This is an optimization exercise on Yosys and OpenROAD, whose aim is small area, not a production implementation. Where RTL was checked, it was by simulation tests only, not by an equivalence proof against the original. No activity file was given, so power comes from the tool's default toggle rates.

==> inputs of violet <==
==> flow/design.v <==
module VGA(clk, rst, VGA_HS, VGA_VS ,VGA_R, VGA_G, VGA_B,VGA_BLANK_N,VGA_CLOCK, player, result_in, result,  state);
	input 				clk, rst;
	input		[1:0]		state;
	input 	[1:0]  	player;
	input 	[1:0] 	result;
	input 	[17:0] 	result_in;
	output 				VGA_HS, VGA_VS;
	output 				VGA_BLANK_N, VGA_CLOCK;
	output  [7:0] 	VGA_R, VGA_G, VGA_B;
	localparam [2:0] C_Z = 3'd0, C_BG = 3'd1, C_GR = 3'd2, C_BL = 3'd3, C_RD = 3'd4, C_WH = 3'd5;
	reg			clk25M;
	reg	[1:0]	hs;		 
	reg	[7:0]	ho;		 
	reg	[1:0]	vs;		 
	reg	[7:0]	vo;		 
	reg			loaded;
	reg	[2:0]	code;
	function [5:0] t40;
		input [5:0] p;
		case (p)
			6'd0: t40 = 6'd63;
			6'd1: t40 = 6'd63;
			6'd2: t40 = 6'd63;
			6'd3: t40 = 6'd63;
			6'd4: t40 = 6'd63;
			6'd5: t40 = 6'd63;
			6'd6: t40 = 6'd63;
			6'd7: t40 = 6'd63;
			6'd8: t40 = 6'd63;
			6'd9: t40 = 6'd63;
			6'd10: t40 = 6'd63;
			6'd11: t40 = 6'd63;
			6'd12: t40 = 6'd63;
			6'd13: t40 = 6'd63;
			6'd14: t40 = 6'd63;
			6'd15: t40 = 6'd63;
			6'd16: t40 = 6'd63;
			6'd17: t40 = 6'd63;
			6'd18: t40 = 6'd63;
			6'd19: t40 = 6'd63;
			6'd20: t40 = 6'd63;
			6'd21: t40 = 6'd63;
			6'd22: t40 = 6'd63;
			6'd23: t40 = 6'd63;
			6'd24: t40 = 6'd63;
			6'd25: t40 = 6'd63;
			6'd26: t40 = 6'd63;
			6'd27: t40 = 6'd63;
			6'd28: t40 = 6'd63;
			6'd29: t40 = 6'd28;
			6'd30: t40 = 6'd27;
			6'd31: t40 = 6'd26;
			6'd32: t40 = 6'd25;
			6'd33: t40 = 6'd23;
			6'd34: t40 = 6'd22;
			6'd35: t40 = 6'd20;
			6'd36: t40 = 6'd18;
			6'd37: t40 = 6'd16;
			6'd38: t40 = 6'd13;
			6'd39: t40 = 6'd9;
			6'd40: t40 = 6'd1;
			default: t40 = 6'd0;
		endcase
	endfunction
	function [5:0] t30;
		input [5:0] p;
		case (p)
			6'd0: t30 = 6'd63;
			6'd1: t30 = 6'd63;
			6'd2: t30 = 6'd63;
			6'd3: t30 = 6'd63;
			6'd4: t30 = 6'd63;
			6'd5: t30 = 6'd63;
			6'd6: t30 = 6'd63;
			6'd7: t30 = 6'd63;
			6'd8: t30 = 6'd63;
			6'd9: t30 = 6'd63;
			6'd10: t30 = 6'd63;
			6'd11: t30 = 6'd63;
			6'd12: t30 = 6'd63;
			6'd13: t30 = 6'd63;
			6'd14: t30 = 6'd63;
			6'd15: t30 = 6'd63;
			6'd16: t30 = 6'd63;
			6'd17: t30 = 6'd63;
			6'd18: t30 = 6'd63;
			6'd19: t30 = 6'd63;
			6'd20: t30 = 6'd63;
			6'd21: t30 = 6'd63;
			6'd22: t30 = 6'd21;
			6'd23: t30 = 6'd20;
			6'd24: t30 = 6'd19;
			6'd25: t30 = 6'd17;
			6'd26: t30 = 6'd15;
			6'd27: t30 = 6'd14;
			6'd28: t30 = 6'd11;
			6'd29: t30 = 6'd8;
			6'd30: t30 = 6'd1;
			default: t30 = 6'd0;
		endcase
	endfunction
	function [5:0] t20;
		input [5:0] p;
		case (p)
			6'd0: t20 = 6'd63;
			6'd1: t20 = 6'd63;
			6'd2: t20 = 6'd63;
			6'd3: t20 = 6'd63;
			6'd4: t20 = 6'd63;
			6'd5: t20 = 6'd63;
			6'd6: t20 = 6'd63;
			6'd7: t20 = 6'd63;
			6'd8: t20 = 6'd63;
			6'd9: t20 = 6'd63;
			6'd10: t20 = 6'd63;
			6'd11: t20 = 6'd63;
			6'd12: t20 = 6'd63;
			6'd13: t20 = 6'd63;
			6'd14: t20 = 6'd63;
			6'd15: t20 = 6'd14;
			6'd16: t20 = 6'd13;
			6'd17: t20 = 6'd11;
			6'd18: t20 = 6'd9;
			6'd19: t20 = 6'd7;
			6'd20: t20 = 6'd1;
			default: t20 = 6'd0;
		endcase
	endfunction
	wire pix_en = ~clk25M;
	wire hend = (hs == 2'd0) ? (ho == 8'd195) : (hs == 2'd3) ? (ho == 8'd234) : (ho == 8'd240);
	wire lend = (hs == 2'd3) && (ho == 8'd234);
	wire vend = (vs == 2'd0) ? (vo == 8'd126) : (vo == 8'd224);
	wire vwrap = (vs == 2'd3) && (vo == 8'd208);
	wire h0 = (hs == 2'd0) && (ho == 8'd28);
	always @(posedge clk) begin
		if (!rst) begin
			clk25M <= 1'b0;
			hs <= 2'd0;
			ho <= 8'd28;
			vs <= 2'd0;
			vo <= 8'd65;
			loaded <= 1'b0;
		end else begin
			clk25M <= ~clk25M;
			loaded <= 1'b1;
			if (pix_en) begin
				if (hend) begin
					hs <= hs + 2'd1;
					ho <= 8'd28;
				end else
					ho <= ho + 8'd1;
				if (vwrap) begin
					vs <= 2'd0;
					vo <= 8'd65;
				end else if (lend) begin
					if (vend) begin
						vs <= vs + 2'd1;
						vo <= 8'd65;
					end else
						vo <= vo + 8'd1;
				end
			end
		end
	end
	assign VGA_CLOCK = ~clk25M;
	assign VGA_HS = ~((hs == 2'd0) && ho >= 8'd44 && ho <= 8'd139);
	assign VGA_VS = ~((vs == 2'd0) && (h0 ? (vo == 8'd76 || vo == 8'd77) : (vo == 8'd75 || vo == 8'd76)));
	assign VGA_BLANK_N = (hs != 2'd0 || ho >= 8'd188) && (vs != 2'd0 || vo >= 8'd110);
	wire hmid = (hs == 2'd1) || (hs == 2'd2);
	wire vmid = (vs == 2'd1) || (vs == 2'd2);
	wire vline = hmid && ho >= 8'd229 && ho <= 8'd239;
	wire hline = vmid && (h0 ? (vo >= 8'd204 && vo <= 8'd214) : (vo >= 8'd203 && vo <= 8'd213));
	wire colr = (hs != 2'd0) && ho >= 8'd82 && ho <= 8'd170;
	wire rowr = (vs != 2'd0) && vo >= 8'd88 && vo <= 8'd168;
	wire vbox = (vs != 2'd0) && vo >= 8'd89 && vo <= 8'd167;
	wire sring = (hs == 2'd2) && (vs == 2'd2) && rowr && ho >= 8'd38 && ho <= 8'd118;
	wire scross = (hs == 2'd2) && ho >= 8'd132 && ho <= 8'd220;
	wire st0 = (state == 2'd0);
	wire [7:0] hc = st0 ? (ho[7] ? 8'd178 : 8'd78) : 8'd128;
	wire [7:0] du = ho - hc;
	wire [7:0] dn = hc - ho;
	wire [6:0] a = du[7] ? dn[6:0] : du[6:0];
	wire [7:0] vn = 8'd128 - vo;
	wire [6:0] b = vo[7] ? vo[6:0] : vn[6:0];
	wire [5:0] m = a[5:0];
	wire [6:0] df = {1'b0, m} - {1'b0, b[5:0]};
	wire [5:0] p = df[6] ? b[5:0] : m;
	wire [5:0] q = df[6] ? m : b[5:0];
	wire r_out = q < t40(p);
	wire r_in = q < (st0 ? t20(p) : t30(p));
	wire ring = r_out && !r_in;
	wire crs = df[6] ? (df >= (st0 ? 7'd113 : 7'd123)) : (df <= (st0 ? 7'd15 : 7'd5));
	reg [1:0] cellv;
	always @* begin
		case ({vs, hs})
			4'b0101: cellv = result_in[1:0];
			4'b0110: cellv = result_in[3:2];
			4'b0111: cellv = result_in[5:4];
			4'b1001: cellv = result_in[7:6];
			4'b1010: cellv = result_in[9:8];
			4'b1011: cellv = result_in[11:10];
			4'b1101: cellv = result_in[13:12];
			4'b1110: cellv = result_in[15:14];
			4'b1111: cellv = result_in[17:16];
			default: cellv = 2'b00;
		endcase
	end
	reg [2:0] nxt;
	always @* begin
		nxt = code;
		if (state == 2'd0) begin
			nxt = C_BG;
			if (sring && ring) nxt = loaded ? C_WH : C_Z;
			if ((vs == 2'd2) && scross && vbox && crs) nxt = loaded ? C_WH : C_Z;
		end else if (state == 2'd1) begin
			if (vline || hline) nxt = loaded ? C_GR : C_Z;
			else nxt = loaded ? C_WH : C_Z;
			if (cellv == 2'b01 && colr && rowr && ring) nxt = loaded ? C_BL : C_Z;
			if (cellv == 2'b10 && colr && vbox && crs) nxt = loaded ? C_RD : C_Z;
		end else if (state == 2'd2) begin
			if (result == 2'b01) nxt = loaded ? C_BL : C_Z;
			else if (result == 2'b10) nxt = loaded ? C_RD : C_Z;
			else if (result == 2'b00) nxt = loaded ? C_GR : C_Z;
		end
	end
	always @(posedge clk) begin
		if (!rst) code <= C_Z;
		else if (pix_en) code <= nxt;
	end
	reg [23:0] rgb;
	always @* begin
		case (code)
			C_BG: rgb = 24'h64A682;
			C_GR: rgb = 24'hCACACA;
			C_BL: rgb = 24'h2E77AE;
			C_RD: rgb = 24'hCA1F3D;
			C_WH: rgb = 24'hFFFFFF;
			default: rgb = 24'h000000;
		endcase
	end
	assign {VGA_R, VGA_G, VGA_B} = rgb;
endmodule
==> flow/flow/run.sh <==
#!/bin/bash
# Layout flow: the standard synthesis, then the combinational cells of its netlist are
# re-optimised for area with ABC (flip-flops kept as they are, same cells and names), then
# the standard layout from floorplan on, with minimum-size port buffers.
set -euo pipefail
W=$(pwd)
R=$W/orfs/results/$FLOW_PLATFORM/VGA/base
LIB=$FLOW_HOME/platforms/$FLOW_PLATFORM/lib/sky130_fd_sc_hd__tt_025C_1v80.lib
YOSYS=$FLOW_HOME/../tools/install/yosys/bin/yosys
[ -x "$YOSYS" ] || YOSYS=yosys

bash standard.sh synth > $W/1_standard_synth.log 2>&1
cp $R/1_2_yosys.v $W/standard_synth.v

cat > $W/resynth.abc <<EOC
strash
&get -n
&deepsyn -T 30
&put
dch -f
amap
topo
EOC
cat > $W/resynth.ys <<EOC
read_liberty -ignore_miss_func $LIB
read_verilog $W/standard_synth.v
hierarchy -top $FLOW_TOP
setattr -mod -set blackbox 1 sky130_fd_sc_hd__dfxtp_1
flatten
delete t:\\\$scopeinfo
opt_clean -purge
abc -script $W/resynth.abc -liberty $LIB -dont_use *probe* -dont_use *lpflow* -dont_use *clkbuf* -dont_use *dly* -dont_use *clkinv*
opt_clean -purge
hilomap -singleton -hicell sky130_fd_sc_hd__conb_1 HI -locell sky130_fd_sc_hd__conb_1 LO
stat -liberty $LIB
write_verilog -noattr -nohex -nodec $W/resynth.v
EOC
$YOSYS -l $W/2_resynth.log $W/resynth.ys > /dev/null 2>&1
cp $W/resynth.v $R/1_2_yosys.v
rm -f $R/1_synth.odb $R/1_synth.sdc

bash standard.sh "BUFFER_PORTS_ARGS=-buffer_cell sky130_fd_sc_hd__buf_1" finish > $W/3_standard_layout.log 2>&1
==> flow/standard.sh <==
#!/bin/bash
# synth_recipe.tcl (not shown) runs the flow's synth.tcl, then flattens the netlist and writes it again
# the make line also repeats each setting of config.mk as NAME=value (left out here)
make -C /OpenROAD-flow-scripts/flow DESIGN_CONFIG=/design/flow/config.mk WORK_HOME=/design/flow/orfs CLKGATE_MAP_FILE= SYNTH_SCRIPT=/design/flow/synth_recipe.tcl "${@:-finish}"
==> flow/config.mk <==
export PLATFORM = sky130hd
export DESIGN_NAME = VGA
export DESIGN_NICKNAME = VGA
export VERILOG_FILES = /design/flow/design.v
export SDC_FILE = /design/flow/constraint.sdc
export NUM_CORES = 4
export LEC_CHECK = 0
export ABC_AREA = 1
export CAP_MARGIN = 20
export CORE_MARGIN = 2
export CORE_UTILIZATION = 40
export CTS_BUF_LIST = sky130_fd_sc_hd__clkbuf_4 sky130_fd_sc_hd__clkbuf_8
export SLEW_MARGIN = 20
==> flow/constraint.sdc <==
create_clock -name core_clock -period 20.0 [get_ports {clk}]
set_input_delay 4.0000 -clock core_clock [delete_from_list [all_inputs] [get_ports {clk}]]
set_output_delay 4.0000 -clock core_clock [all_outputs]
set_load 0.01 [all_outputs]
==> ember (differences from violet) <==
--- a/flow/design.v
+++ b/flow/design.v
@@ -15,115 +15,115 @@
 	reg	[7:0]	vo;		 
 	reg			loaded;
 	reg	[2:0]	code;
-	function [5:0] t40;
-		input [5:0] p;
-		case (p)
-			6'd0: t40 = 6'd63;
-			6'd1: t40 = 6'd63;
-			6'd2: t40 = 6'd63;
-			6'd3: t40 = 6'd63;
-			6'd4: t40 = 6'd63;
-			6'd5: t40 = 6'd63;
-			6'd6: t40 = 6'd63;
-			6'd7: t40 = 6'd63;
-			6'd8: t40 = 6'd63;
-			6'd9: t40 = 6'd63;
-			6'd10: t40 = 6'd63;
-			6'd11: t40 = 6'd63;
-			6'd12: t40 = 6'd63;
-			6'd13: t40 = 6'd63;
-			6'd14: t40 = 6'd63;
-			6'd15: t40 = 6'd63;
-			6'd16: t40 = 6'd63;
-			6'd17: t40 = 6'd63;
-			6'd18: t40 = 6'd63;
-			6'd19: t40 = 6'd63;
-			6'd20: t40 = 6'd63;
-			6'd21: t40 = 6'd63;
-			6'd22: t40 = 6'd63;
-			6'd23: t40 = 6'd63;
-			6'd24: t40 = 6'd63;
-			6'd25: t40 = 6'd63;
-			6'd26: t40 = 6'd63;
-			6'd27: t40 = 6'd63;
-			6'd28: t40 = 6'd63;
-			6'd29: t40 = 6'd28;
-			6'd30: t40 = 6'd27;
-			6'd31: t40 = 6'd26;
-			6'd32: t40 = 6'd25;
-			6'd33: t40 = 6'd23;
-			6'd34: t40 = 6'd22;
-			6'd35: t40 = 6'd20;
-			6'd36: t40 = 6'd18;
-			6'd37: t40 = 6'd16;
-			6'd38: t40 = 6'd13;
-			6'd39: t40 = 6'd9;
-			6'd40: t40 = 6'd1;
-			default: t40 = 6'd0;
+	function [5:0] n40;
+		input [5:0] b;
+		case (b)
+			6'd0: n40 = 6'd41;
+			6'd1: n40 = 6'd40;
+			6'd2: n40 = 6'd40;
+			6'd3: n40 = 6'd40;
+			6'd4: n40 = 6'd40;
+			6'd5: n40 = 6'd40;
+			6'd6: n40 = 6'd40;
+			6'd7: n40 = 6'd40;
+			6'd8: n40 = 6'd40;
+			6'd9: n40 = 6'd39;
+			6'd10: n40 = 6'd39;
+			6'd11: n40 = 6'd39;
+			6'd12: n40 = 6'd39;
+			6'd13: n40 = 6'd38;
+			6'd14: n40 = 6'd38;
+			6'd15: n40 = 6'd38;
+			6'd16: n40 = 6'd37;
+			6'd17: n40 = 6'd37;
+			6'd18: n40 = 6'd36;
+			6'd19: n40 = 6'd36;
+			6'd20: n40 = 6'd35;
+			6'd21: n40 = 6'd35;
+			6'd22: n40 = 6'd34;
+			6'd23: n40 = 6'd33;
+			6'd24: n40 = 6'd33;
+			6'd25: n40 = 6'd32;
+			6'd26: n40 = 6'd31;
+			6'd27: n40 = 6'd30;
+			6'd28: n40 = 6'd29;
+			6'd29: n40 = 6'd28;
+			6'd30: n40 = 6'd27;
+			6'd31: n40 = 6'd26;
+			6'd32: n40 = 6'd25;
+			6'd33: n40 = 6'd23;
+			6'd34: n40 = 6'd22;
+			6'd35: n40 = 6'd20;
+			6'd36: n40 = 6'd18;
+			6'd37: n40 = 6'd16;
+			6'd38: n40 = 6'd13;
+			6'd39: n40 = 6'd9;
+			6'd40: n40 = 6'd1;
+			default: n40 = 6'd0;
 		endcase
 	endfunction
-	function [5:0] t30;
-		input [5:0] p;
-		case (p)
-			6'd0: t30 = 6'd63;
-			6'd1: t30 = 6'd63;
-			6'd2: t30 = 6'd63;
-			6'd3: t30 = 6'd63;
-			6'd4: t30 = 6'd63;
-			6'd5: t30 = 6'd63;
-			6'd6: t30 = 6'd63;
-			6'd7: t30 = 6'd63;
-			6'd8: t30 = 6'd63;
-			6'd9: t30 = 6'd63;
-			6'd10: t30 = 6'd63;
-			6'd11: t30 = 6'd63;
-			6'd12: t30 = 6'd63;
-			6'd13: t30 = 6'd63;
-			6'd14: t30 = 6'd63;
-			6'd15: t30 = 6'd63;
-			6'd16: t30 = 6'd63;
-			6'd17: t30 = 6'd63;
-			6'd18: t30 = 6'd63;
-			6'd19: t30 = 6'd63;
-			6'd20: t30 = 6'd63;
-			6'd21: t30 = 6'd63;
-			6'd22: t30 = 6'd21;
-			6'd23: t30 = 6'd20;
-			6'd24: t30 = 6'd19;
-			6'd25: t30 = 6'd17;
-			6'd26: t30 = 6'd15;
-			6'd27: t30 = 6'd14;
-			6'd28: t30 = 6'd11;
-			6'd29: t30 = 6'd8;
-			6'd30: t30 = 6'd1;
-			default: t30 = 6'd0;
+	function [5:0] n30;
+		input [5:0] b;
+		case (b)
+			6'd0: n30 = 6'd31;
+			6'd1: n30 = 6'd30;
+			6'd2: n30 = 6'd30;
+			6'd3: n30 = 6'd30;
+			6'd4: n30 = 6'd30;
+			6'd5: n30 = 6'd30;
+			6'd6: n30 = 6'd30;
+			6'd7: n30 = 6'd30;
+			6'd8: n30 = 6'd29;
+			6'd9: n30 = 6'd29;
+			6'd10: n30 = 6'd29;
+			6'd11: n30 = 6'd28;
+			6'd12: n30 = 6'd28;
+			6'd13: n30 = 6'd28;
+			6'd14: n30 = 6'd27;
+			6'd15: n30 = 6'd26;
+			6'd16: n30 = 6'd26;
+			6'd17: n30 = 6'd25;
+			6'd18: n30 = 6'd25;
+			6'd19: n30 = 6'd24;
+			6'd20: n30 = 6'd23;
+			6'd21: n30 = 6'd22;
+			6'd22: n30 = 6'd21;
+			6'd23: n30 = 6'd20;
+			6'd24: n30 = 6'd19;
+			6'd25: n30 = 6'd17;
+			6'd26: n30 = 6'd15;
+			6'd27: n30 = 6'd14;
+			6'd28: n30 = 6'd11;
+			6'd29: n30 = 6'd8;
+			6'd30: n30 = 6'd1;
+			default: n30 = 6'd0;
 		endcase
 	endfunction
-	function [5:0] t20;
-		input [5:0] p;
-		case (p)
-			6'd0: t20 = 6'd63;
-			6'd1: t20 = 6'd63;
-			6'd2: t20 = 6'd63;
-			6'd3: t20 = 6'd63;
-			6'd4: t20 = 6'd63;
-			6'd5: t20 = 6'd63;
-			6'd6: t20 = 6'd63;
-			6'd7: t20 = 6'd63;
-			6'd8: t20 = 6'd63;
-			6'd9: t20 = 6'd63;
-			6'd10: t20 = 6'd63;
-			6'd11: t20 = 6'd63;
-			6'd12: t20 = 6'd63;
-			6'd13: t20 = 6'd63;
-			6'd14: t20 = 6'd63;
-			6'd15: t20 = 6'd14;
-			6'd16: t20 = 6'd13;
-			6'd17: t20 = 6'd11;
-			6'd18: t20 = 6'd9;
-			6'd19: t20 = 6'd7;
-			6'd20: t20 = 6'd1;
-			default: t20 = 6'd0;
+	function [5:0] n20;
+		input [5:0] b;
+		case (b)
+			6'd0: n20 = 6'd21;
+			6'd1: n20 = 6'd20;
+			6'd2: n20 = 6'd20;
+			6'd3: n20 = 6'd20;
+			6'd4: n20 = 6'd20;
+			6'd5: n20 = 6'd20;
+			6'd6: n20 = 6'd20;
+			6'd7: n20 = 6'd19;
+			6'd8: n20 = 6'd19;
+			6'd9: n20 = 6'd18;
+			6'd10: n20 = 6'd18;
+			6'd11: n20 = 6'd17;
+			6'd12: n20 = 6'd17;
+			6'd13: n20 = 6'd16;
+			6'd14: n20 = 6'd15;
+			6'd15: n20 = 6'd14;
+			6'd16: n20 = 6'd13;
+			6'd17: n20 = 6'd11;
+			6'd18: n20 = 6'd9;
+			6'd19: n20 = 6'd7;
+			6'd20: n20 = 6'd1;
+			default: n20 = 6'd0;
 		endcase
 	endfunction
 	wire pix_en = ~clk25M;
@@ -175,21 +175,20 @@
 	wire vbox = (vs != 2'd0) && vo >= 8'd89 && vo <= 8'd167;
 	wire sring = (hs == 2'd2) && (vs == 2'd2) && rowr && ho >= 8'd38 && ho <= 8'd118;
 	wire scross = (hs == 2'd2) && ho >= 8'd132 && ho <= 8'd220;
+	wire [7:0] un = 8'd128 - ho;
+	wire [7:0] vn = 8'd128 - vo;
+	wire [6:0] a = ho[7] ? ho[6:0] : un[6:0];
+	wire [6:0] b = vo[7] ? vo[6:0] : vn[6:0];
+	wire [6:0] g = a - 7'd50;
+	wire [6:0] gn = 7'd50 - a;
+	wire [5:0] h = g[6] ? gn[5:0] : g[5:0];
 	wire st0 = (state == 2'd0);
-	wire [7:0] hc = st0 ? (ho[7] ? 8'd178 : 8'd78) : 8'd128;
-	wire [7:0] du = ho - hc;
-	wire [7:0] dn = hc - ho;
-	wire [6:0] a = du[7] ? dn[6:0] : du[6:0];
-	wire [7:0] vn = 8'd128 - vo;
-	wire [6:0] b = vo[7] ? vo[6:0] : vn[6:0];
-	wire [5:0] m = a[5:0];
+	wire [5:0] m = st0 ? h : a[5:0];
+	wire r_out = m < n40(b[5:0]);
+	wire r_in = m < (st0 ? n20(b[5:0]) : n30(b[5:0]));
+	wire ring = r_out && !r_in;
 	wire [6:0] df = {1'b0, m} - {1'b0, b[5:0]};
-	wire [5:0] p = df[6] ? b[5:0] : m;
-	wire [5:0] q = df[6] ? m : b[5:0];
-	wire r_out = q < t40(p);
-	wire r_in = q < (st0 ? t20(p) : t30(p));
-	wire ring = r_out && !r_in;
-	wire crs = df[6] ? (df >= (st0 ? 7'd113 : 7'd123)) : (df <= (st0 ? 7'd15 : 7'd5));
+	wire crs = st0 ? ($signed(df) >= -7'sd15 && $signed(df) <= 7'sd15) : ($signed(df) >= -7'sd5 && $signed(df) <= 7'sd5);
 	reg [1:0] cellv;
 	always @* begin
 		case ({vs, hs})
--- a/flow/flow/run.sh
+++ b/flow/flow/run.sh
@@ -15,10 +15,10 @@
 cat > $W/resynth.abc <<EOC
 strash
 &get -n
-&deepsyn -T 30
+&deepsyn -T 60
 &put
 dch -f
-amap
+map -a
 topo
 EOC
 cat > $W/resynth.ys <<EOC
==> sierra (differences from violet) <==
--- a/flow/design.v
+++ b/flow/design.v
@@ -170,11 +170,6 @@
 	wire vmid = (vs == 2'd1) || (vs == 2'd2);
 	wire vline = hmid && ho >= 8'd229 && ho <= 8'd239;
 	wire hline = vmid && (h0 ? (vo >= 8'd204 && vo <= 8'd214) : (vo >= 8'd203 && vo <= 8'd213));
-	wire colr = (hs != 2'd0) && ho >= 8'd82 && ho <= 8'd170;
-	wire rowr = (vs != 2'd0) && vo >= 8'd88 && vo <= 8'd168;
-	wire vbox = (vs != 2'd0) && vo >= 8'd89 && vo <= 8'd167;
-	wire sring = (hs == 2'd2) && (vs == 2'd2) && rowr && ho >= 8'd38 && ho <= 8'd118;
-	wire scross = (hs == 2'd2) && ho >= 8'd132 && ho <= 8'd220;
 	wire st0 = (state == 2'd0);
 	wire [7:0] hc = st0 ? (ho[7] ? 8'd178 : 8'd78) : 8'd128;
 	wire [7:0] du = ho - hc;
@@ -189,6 +184,9 @@
 	wire r_out = q < t40(p);
 	wire r_in = q < (st0 ? t20(p) : t30(p));
 	wire ring = r_out && !r_in;
+	wire inr = !a[6] && !b[6];
+	wire ubox = du[7] ? (m <= 6'd46) : (m <= 6'd42);
+	wire vbox = (b[5:0] <= 6'd39);
 	wire crs = df[6] ? (df >= (st0 ? 7'd113 : 7'd123)) : (df <= (st0 ? 7'd15 : 7'd5));
 	reg [1:0] cellv;
 	always @* begin
@@ -210,13 +208,12 @@
 		nxt = code;
 		if (state == 2'd0) begin
 			nxt = C_BG;
-			if (sring && ring) nxt = loaded ? C_WH : C_Z;
-			if ((vs == 2'd2) && scross && vbox && crs) nxt = loaded ? C_WH : C_Z;
+			if ((hs == 2'd2) && (vs == 2'd2) && inr && (ho[7] ? (ubox && vbox && crs) : ring)) nxt = loaded ? C_WH : C_Z;
 		end else if (state == 2'd1) begin
 			if (vline || hline) nxt = loaded ? C_GR : C_Z;
 			else nxt = loaded ? C_WH : C_Z;
-			if (cellv == 2'b01 && colr && rowr && ring) nxt = loaded ? C_BL : C_Z;
-			if (cellv == 2'b10 && colr && vbox && crs) nxt = loaded ? C_RD : C_Z;
+			if (cellv == 2'b01 && inr && ring) nxt = loaded ? C_BL : C_Z;
+			if (cellv == 2'b10 && inr && ubox && vbox && crs) nxt = loaded ? C_RD : C_Z;
 		end else if (state == 2'd2) begin
 			if (result == 2'b01) nxt = loaded ? C_BL : C_Z;
 			else if (result == 2'b10) nxt = loaded ? C_RD : C_Z;
==> flow/flow/run.sh (replaced) <==
#!/bin/bash
# Layout flow: the standard synthesis; then the combinational cells of its netlist are
# re-optimised for area with ABC (several seeds, the smallest result kept), leaving the
# flip-flops as they are (same cells, same names); then the standard layout from
# floorplan on, with minimum-size port buffers.
set -euo pipefail
W=$(pwd)
R=$W/orfs/results/$FLOW_PLATFORM/VGA/base
LIB=$FLOW_HOME/platforms/$FLOW_PLATFORM/lib/sky130_fd_sc_hd__tt_025C_1v80.lib
YOSYS=$FLOW_HOME/../tools/install/yosys/bin/yosys
[ -x "$YOSYS" ] || YOSYS=yosys
NJ=${NUM_CORES:-4}

bash standard.sh synth > $W/1_standard_synth.log 2>&1
cp $R/1_2_yosys.v $W/standard_synth.v

mkdir -p $W/resynth
run_one() {
  local tag=$1 opt=$2 map=$3
  local d=$W/resynth/$tag
  mkdir -p $d
  printf 'strash\n&get -n\n&deepsyn %s\n&put\n%s\ntopo\n' "$opt" "$map" > $d/script.abc
  cat > $d/resynth.ys <<EOC
read_liberty -ignore_miss_func $LIB
read_verilog $W/standard_synth.v
hierarchy -top $FLOW_TOP
setattr -mod -set blackbox 1 sky130_fd_sc_hd__dfxtp_1
flatten
delete t:\\\$scopeinfo
opt_clean -purge
abc -script $d/script.abc -liberty $LIB -dont_use *probe* -dont_use *lpflow* -dont_use *clkbuf* -dont_use *dly* -dont_use *clkinv*
opt_clean -purge
hilomap -singleton -hicell sky130_fd_sc_hd__conb_1 HI -locell sky130_fd_sc_hd__conb_1 LO
tee -o $d/stat.txt stat -liberty $LIB
write_verilog -noattr -nohex -nodec $d/out.v
EOC
  timeout 900 $YOSYS -l $d/yosys.log $d/resynth.ys > /dev/null 2>&1 || true
}
i=0
for s in 0 7 13 21; do
  for map in "dch -f; amap" "dch -f; map -a; amap"; do
    run_one r$i "-S $s -T 15" "$map" &
    i=$((i+1))
    if (( i % NJ == 0 )); then wait; fi
  done
done
wait
best=""; bestA=""
for d in $W/resynth/r*; do
  [ -s $d/out.v ] || continue
  a=$(awk '/Chip area/ {print $NF}' $d/stat.txt | tail -1)
  [ -n "$a" ] || continue
  echo "$(basename $d) $a" >> $W/2_resynth_areas.txt
  if [ -z "$best" ] || awk -v a=$a -v b=$bestA 'BEGIN{exit !(a<b)}'; then best=$d; bestA=$a; fi
done
echo "kept $best ($bestA)" >> $W/2_resynth_areas.txt
cp $best/out.v $R/1_2_yosys.v
rm -f $R/1_synth.odb $R/1_synth.sdc

bash standard.sh "BUFFER_PORTS_ARGS=-buffer_cell sky130_fd_sc_hd__buf_1" finish > $W/3_standard_layout.log 2>&1
- CTS_BUF_LIST: sky130_fd_sc_hd__clkbuf_4 sky130_fd_sc_hd__clkbuf_8 -> sky130_fd_sc_hd__clkbuf_8
==> run notes <==
Placed wire-length estimate: ember 6.39 mm; sierra 5.95 mm; violet 6.12 mm
Die Y-Extent: ember 85.8 um; sierra 82.3 um; violet 82.6 um
Met3 routed wirelength: ember 506 um; sierra 257 um; violet 713 um
Number of DRC markers after the initial detailed-route iteration: ember 204; sierra 217; violet 383
Combined area of the multi-input logic cells: ember 0.00186 mm2; sierra 0.00169 mm2; violet 0.00172 mm2
Max Clk Rate: ember 128 MHz; sierra 76.3 MHz; violet 94.4 MHz
Outcome: ember complete, no violations; sierra complete, no violations; violet complete, no violations
Well-tap cell count: ember 77; sierra 75; violet 75
Launch point of the worst hold path: ember clk25M; sierra hs[0]; violet vs[0]
Met1 routing resource usage after global routing: ember 0.306; sierra 0.302; violet 0.299
Leakage power: ember 1.35 nW; sierra 1.06 nW; violet 1.14 nW
End point of the critical path: ember code[2]; sierra code[2]; violet code[0]
Sequential power share: ember 0.423; sierra 0.360; violet 0.288
Number of global-route vias before repair: ember 2984; sierra 2639; violet 2614
CP Data Arrival Time: ember 8.00 ns; sierra 13.28 ns; violet 10.74 ns
Placer Congestion: ember 0.971; sierra 0.862; violet 0.978
Power Dens Cells: ember 41.5 mW/mm2; sierra 53.3 mW/mm2; violet 75.1 mW/mm2
Placed inst area: ember 0.00297 mm2; sierra 0.00274 mm2; violet 0.00276 mm2
Die footprint: ember 0.00737 mm2; sierra 0.00677 mm2; violet 0.00682 mm2
Share of the core filled with cells in the final layout: ember 0.469; sierra 0.470; violet 0.472
Final Cycle Share: ember 0.391; sierra 0.655; violet 0.530
Multi-In Gates: ember 379; sierra 321; violet 335
Only the layout flow was run in ember and sierra; the RTL was not checked for function there.

-- afterwards: timing with drivers on the ports --
The results above use ideal ports. As a check the final layouts listed here were re-extracted and re-timed, cells and wires unchanged. Step 1 sets driving cells, clkbuf_16 on the clock port and buf_2 on the other inputs (assumed; they add their load-dependent delay and slew). Step 2 adds t to the input delays and takes it off the output delays; t is the mean of the earliest and latest rising clock arrival at the registers after step 1. Input paths then give back, and output paths get back, about the clock's delay inside the block. Three values: ideal, step 1, step 2; two values: the first two.
run | t (ns) | setup WS [ns] | hold slack, ns | worst slew at a driven data input, ns
violet | 0.292 | 9.403 / 9.404 / 9.112 | 0.479 / 0.479 / 0.479 | 0.03
ember | 0.297 | 12.173 / 12.182 / 11.884 | 0.453 / 0.453 / 0.453 | 0.03
sierra | 0.300 | 6.891 / 6.901 / 6.601 | 0.545 / 0.545 / 0.545 | 0.03
After both steps setup and hold are still met in every run listed. The setup slack of violet, which loses most, moves by +0.001 ns with the drivers and by -0.291 ns with both steps.
